This is an optimization exercise on Yosys and OpenROAD, whose aim is small area, a short achievable clock period and few clock cycles per item, not a production implementation. RTL that was checked went through simulation tests only; none was proved equivalent to the original. No activity file was given, so power comes from the tool's default toggle rates.

== run 1 ==
==> flow/design.v (excerpt) <==
module HW3_FPMUL_754SP(Clk, Rst, St, FPmplier, FPmcand, Done, Ovf, Unf, FPproduct);
	input Clk, Rst, St;
	input [31:0] FPmplier, FPmcand;
	output [31:0] FPproduct;
	output Ovf, Unf;
	output reg Done;
	reg [34:0] rx, ry;
	reg rcin, rzero, rs;
	reg [8:0] re0;
	wire one1;
	wire two2;
	wire neg3;
	wire bp4;
	wire bp5;
	wire bp6;
	wire bp7;
	wire bp8;
	wire bp9;
	wire bp10;
	wire bp11;
	wire bp12;
	wire bp13;
	wire bp14;
	wire bp15;
	wire bp16;
	wire bp17;
	wire bp18;
	wire bp19;
	wire bp20;
	wire bp21;
	wire bp22;
	wire bp23;
	wire bp24;
	wire bp25;
	wire bp26;
	wire bp27;
	wire bp28;
	wire ns29;
	wire one30;
	wire two31;
	wire neg32;
	wire bp33;
	wire bp34;
	wire bp35;
	wire bp36;
	wire bp37;
	wire bp38;
	wire bp39;
	wire bp40;
	wire bp41;
	wire bp42;
	wire bp43;
	wire bp44;
	wire bp45;
	wire bp46;
	wire bp47;
	wire bp48;
	wire bp49;
	wire bp50;
	wire bp51;
	wire bp52;
	wire bp53;
	wire bp54;
	wire bp55;
	wire bp56;
	wire bp57;
	wire ns58;
	wire one59;
	wire two60;
	wire neg61;
	wire bp62;
	wire bp63;
	wire bp64;
	wire bp65;
	wire bp66;
	wire bp67;
	wire bp68;
	wire bp69;
	wire bp70;
	wire bp71;
	wire bp72;
	wire bp73;
	wire bp74;
	wire bp75;
	wire bp76;
	wire bp77;
	wire bp78;
	wire bp79;
	wire bp80;
	wire bp81;
	wire bp82;
	wire bp83;
	wire bp84;
	wire bp85;
	wire bp86;
	wire ns87;
	wire one88;
	wire two89;
	wire neg90;
	wire bp91;
	wire bp92;
	wire bp93;
	wire bp94;
	wire bp95;
	wire bp96;
	wire bp97;
	wire bp98;
	wire bp99;
	wire bp100;
	wire bp101;
	wire bp102;
	wire bp103;
	wire bp104;
	wire bp105;
	wire bp106;
	wire bp107;
	wire bp108;
	wire bp109;
	wire bp110;
	wire bp111;
	wire bp112;
	wire bp113;
	wire bp114;
	wire bp115;
	wire ns116;
	wire one117;
	wire two118;
	wire neg119;
	wire bp120;
	wire bp121;
	wire bp122;
	wire bp123;
	wire bp124;
	wire bp125;
	wire bp126;
	wire bp127;
	wire bp128;
  ...
Size in the first run: roughly 100 I/O pins.
Settings: LEC_CHECK=0, CAP_MARGIN=20, CORE_MARGIN=2, CORE_UTILIZATION=40, SETUP_SLACK_MARGIN=3, SLEW_MARGIN=20, SYNTH_HIERARCHICAL=1, SYNTH_MINIMUM_KEEP_SIZE=0; clock period 8.6 ns.
standard.sh (not shown) runs the stock make flow with config.mk's settings and CLKGATE_MAP_FILE= SYNTH_SCRIPT=/design/flow/synth_recipe.tcl, a recipe that flattens the netlist after the stock synthesis.
==> flow/flow/run.sh <==
#!/bin/bash
set -euo pipefail
export BUFFER_PORTS_ARGS="-buffer_cell sky130_fd_sc_hd__buf_1"
bash standard.sh > standard.log 2>&1
Input-level comparison between run 2 and run 1:
- SETUP_SLACK_MARGIN changed from 3 to 4
Findings:
- Going from run 1 to run 2, the worst path setup slack after routing was found to have gone up by 0.20 ns.
- Run 2 against run 1: final cell count rose by about 8%, power moved up.
Input changes introduced in run 3 (baseline for comparison: run 2):
- SETUP_SLACK_MARGIN: 4 -> 2
Findings:
Run 3 ended with every stage complete and zero timing, DRC or antenna violations.
NOTE total vias in the final route run 2->run 3 decreased by more than 10%
Delta (run 3 minus run 2): number of post-CTS setup repair buffers fell by 171, detailed-route wire length fell by about 21%.
In the metrics for run 3 and run 2, the one carrying the higher final area is run 2.
Function was not checked in any run of this note: the RTL went through the layout flow alone.

========
== run A ==
HW3_FPMUL_754SP, a different RTL version from the one above (not shown whole).
For scale: about 1,600 cells after synthesis, ~82 flip-flops, about 100 I/O pins.
Design HW3_FPMUL_754SP, start of the top module:
module HW3_FPMUL_754SP(Clk, Rst, St, FPmplier, FPmcand, Done, Ovf, Unf, FPproduct);
make LEC_CHECK=0 CAP_MARGIN=20 CORE_MARGIN=2 CORE_UTILIZATION=40 SETUP_SLACK_MARGIN=2 SLEW_MARGIN=20 SYNTH_HIERARCHICAL=1 SYNTH_MINIMUM_KEEP_SIZE=0 finish   # period 8.6 ns
run.sh (not shown) runs the stock make flow with config.mk's settings and CLKGATE_MAP_FILE= SYNTH_SCRIPT=/design/flow/synth_recipe.tcl, a recipe that flattens the netlist after the stock synthesis.
Stock flow here: none of the scripts above is used.
Testbench counts of run A, summed over its fixed seeds: cycles 12,000, ops 12,000.
Relative to run A, the following input files were edited for run B:
Settings: changing SETUP_SLACK_MARGIN from 2 to 5.
## What came out
Delta(total number of cells along the worst setup path, run B - run A) > 0
Number of vias per cell grows by a few percent when moving from run A to run B.
Run B vs run A on core utilization: run B is the higher one.
Combinational group share of total power ends up lower on run A.
Slowest cell on the critical path = sky130_fd_sc_hd__clkdlybuf4s50_1: run A; slowest cell on the critical path = sky130_fd_sc_hd__fa_2: run B
The higher final critical-path share of the clock period of run A and run B is in run A.
Lower critical path data arrival time was reported by run B, not run A.
The hold-critical path depth in run B was higher than what run A gave.
When run B is set beside run A, its final non-filler cell area turns out to be 6800 um2 larger.
Run B vs. run A: minimum clock period went down by 1.0 ns.
Edits applied to the flow inputs when going from run B to run C:
Settings: swapping 5 for 2 in SETUP_SLACK_MARGIN.
==> flow/flow/run.sh (new file) <==
#!/bin/bash
set -euo pipefail
export BUFFER_PORTS_ARGS="-buffer_cell sky130_fd_sc_hd__buf_1"
bash standard.sh > standard.log 2>&1
==> flow/standard.sh (new file) <==
#!/bin/bash
# synth_recipe.tcl (not shown) runs the flow's synth.tcl, then flattens the netlist and writes it again
# the make line also repeats each setting of config.mk as NAME=value (left out here)
make -C /OpenROAD-flow-scripts/flow DESIGN_CONFIG=/design/flow/config.mk WORK_HOME=/design/flow/orfs CLKGATE_MAP_FILE= SYNTH_SCRIPT=/design/flow/synth_recipe.tcl "${@:-finish}"
removed: flow/run.sh
==> notes.md <==
Run C reports a higher maximum number of pins on one net before global-route repair than run B does. From run B to run C the numbers moved as follows: count of flip-flops with a built-in enable after synthesis held steady, achievable frequency shrank by 13%, routed wire length shrank by about 25%, share of power burned in registers grew by 4.6 points. Row overall routing resource usage: run C lower / run B higher. Sort run B and run C by flip-flop and latch share of the layout cell area, ascending, and run B comes first. Going from run B to run C, largest fanout on the critical path increased 7, cell area power density went down by 13%, period utilization +9.5 points.
Setup changes, run C to run D
Settings: changing SETUP_SLACK_MARGIN from 2 to 0.
==> flow/run.sh (new file) <==
#!/bin/bash
# synth_recipe.tcl (not shown) runs the flow's synth.tcl, then flattens the netlist and writes it again
# the make line also repeats each setting of config.mk as NAME=value (left out here)
make -C /OpenROAD-flow-scripts/flow DESIGN_CONFIG=/design/flow/config.mk WORK_HOME=/design/flow/orfs CLKGATE_MAP_FILE= SYNTH_SCRIPT=/design/flow/synth_recipe.tcl finish
removed: flow/flow/run.sh
removed: flow/standard.sh
Results
| largest net degree at the start of global routing | higher: run D |. Comparing run C and run D, design area is higher on run D. Via density per instance of run D falls short of that of run C slightly.
What run E does differently from run D at the input level:
Settings: swapping 0 for 3.5 in SETUP_SLACK_MARGIN.
--- outcome ---
- [compare] base=run D new=run E: signed area change from the synthesized netlist to the final layout grew by 27 points, combinational share of power grew by 3.6 points.
- Looking at area of all placed cells without fillers, run E sits about 25% above run D.
- The portion of the clock cycle consumed by the worst path in the final layout number comes out higher for run D vs run E.
- Comparing run E and run D, total via count after detailed routing is higher on run E.
- First-pass GRT wire length, run E and run D, higher one = run E.
- Comparing run E and run D, amount of wire on met2 after detailed routing is higher on run E.

## what the ideal ports hide
Ports are ideal in the flow. The routed layouts listed here were re-timed in OpenROAD.
Step 1 (the two cells are an assumption about what drives the block):
set clk [get_ports {Clk}]
set_driving_cell -lib_cell sky130_fd_sc_hd__clkbuf_16 $clk
set_driving_cell -lib_cell sky130_fd_sc_hd__buf_2 [delete_from_list [all_inputs] $clk]
Step 2 moves the port delays by t, midway between the first and last clock arrival at a register: inputs arrive t later, outputs are due t later. That takes back most of the time a late clock gives input paths.
a / b / c = ideal / step 1 / step 2; a / b = the first two.
run | shift t [ns] | setup slack, ns | hold slack, ns | clock arrival spread, ns | worst slew at a driven data input, ns
run 1 | 0.422 | 3.074 / 3.095 / 2.673 | 1.494 / 1.462 / 1.885 | 0.019 / 0.019 | 0.03
run 2 | 0.431 | 3.270 / 3.293 / 2.862 | 1.489 / 1.456 / 1.888 | 0.017 / 0.017 | 0.08
run 3 | 0.412 | 2.381 / 2.410 / 1.998 | 1.501 / 1.474 / 1.887 | 0.015 / 0.015 | 0.04
run A | 0.421 | 2.111 / 2.135 / 1.713 | 1.877 / 1.858 / 2.279 | 0.015 / 0.015 | 0.05
run B | 0.420 | 3.106 / 3.115 / 2.694 | 1.687 / 1.675 / 2.095 | 0.014 / 0.015 | 0.08
run C | 0.426 | 2.289 / 2.305 / 1.879 | 1.488 / 1.461 / 1.888 | 0.012 / 0.013 | 0.07
run D | 0.421 | 1.955 / 1.965 / 1.544 | 1.878 / 1.858 / 2.279 | 0.014 / 0.014 | 0.05
run E | 0.431 | 3.240 / 3.241 / 2.810 | 1.650 / 1.639 / 2.070 | 0.017 / 0.017 | 0.07
After both steps setup and hold are still met in every run listed. For run E, which loses most, drivers alone change the setup slack by +0.001 ns; drivers and shift together by -0.430 ns.
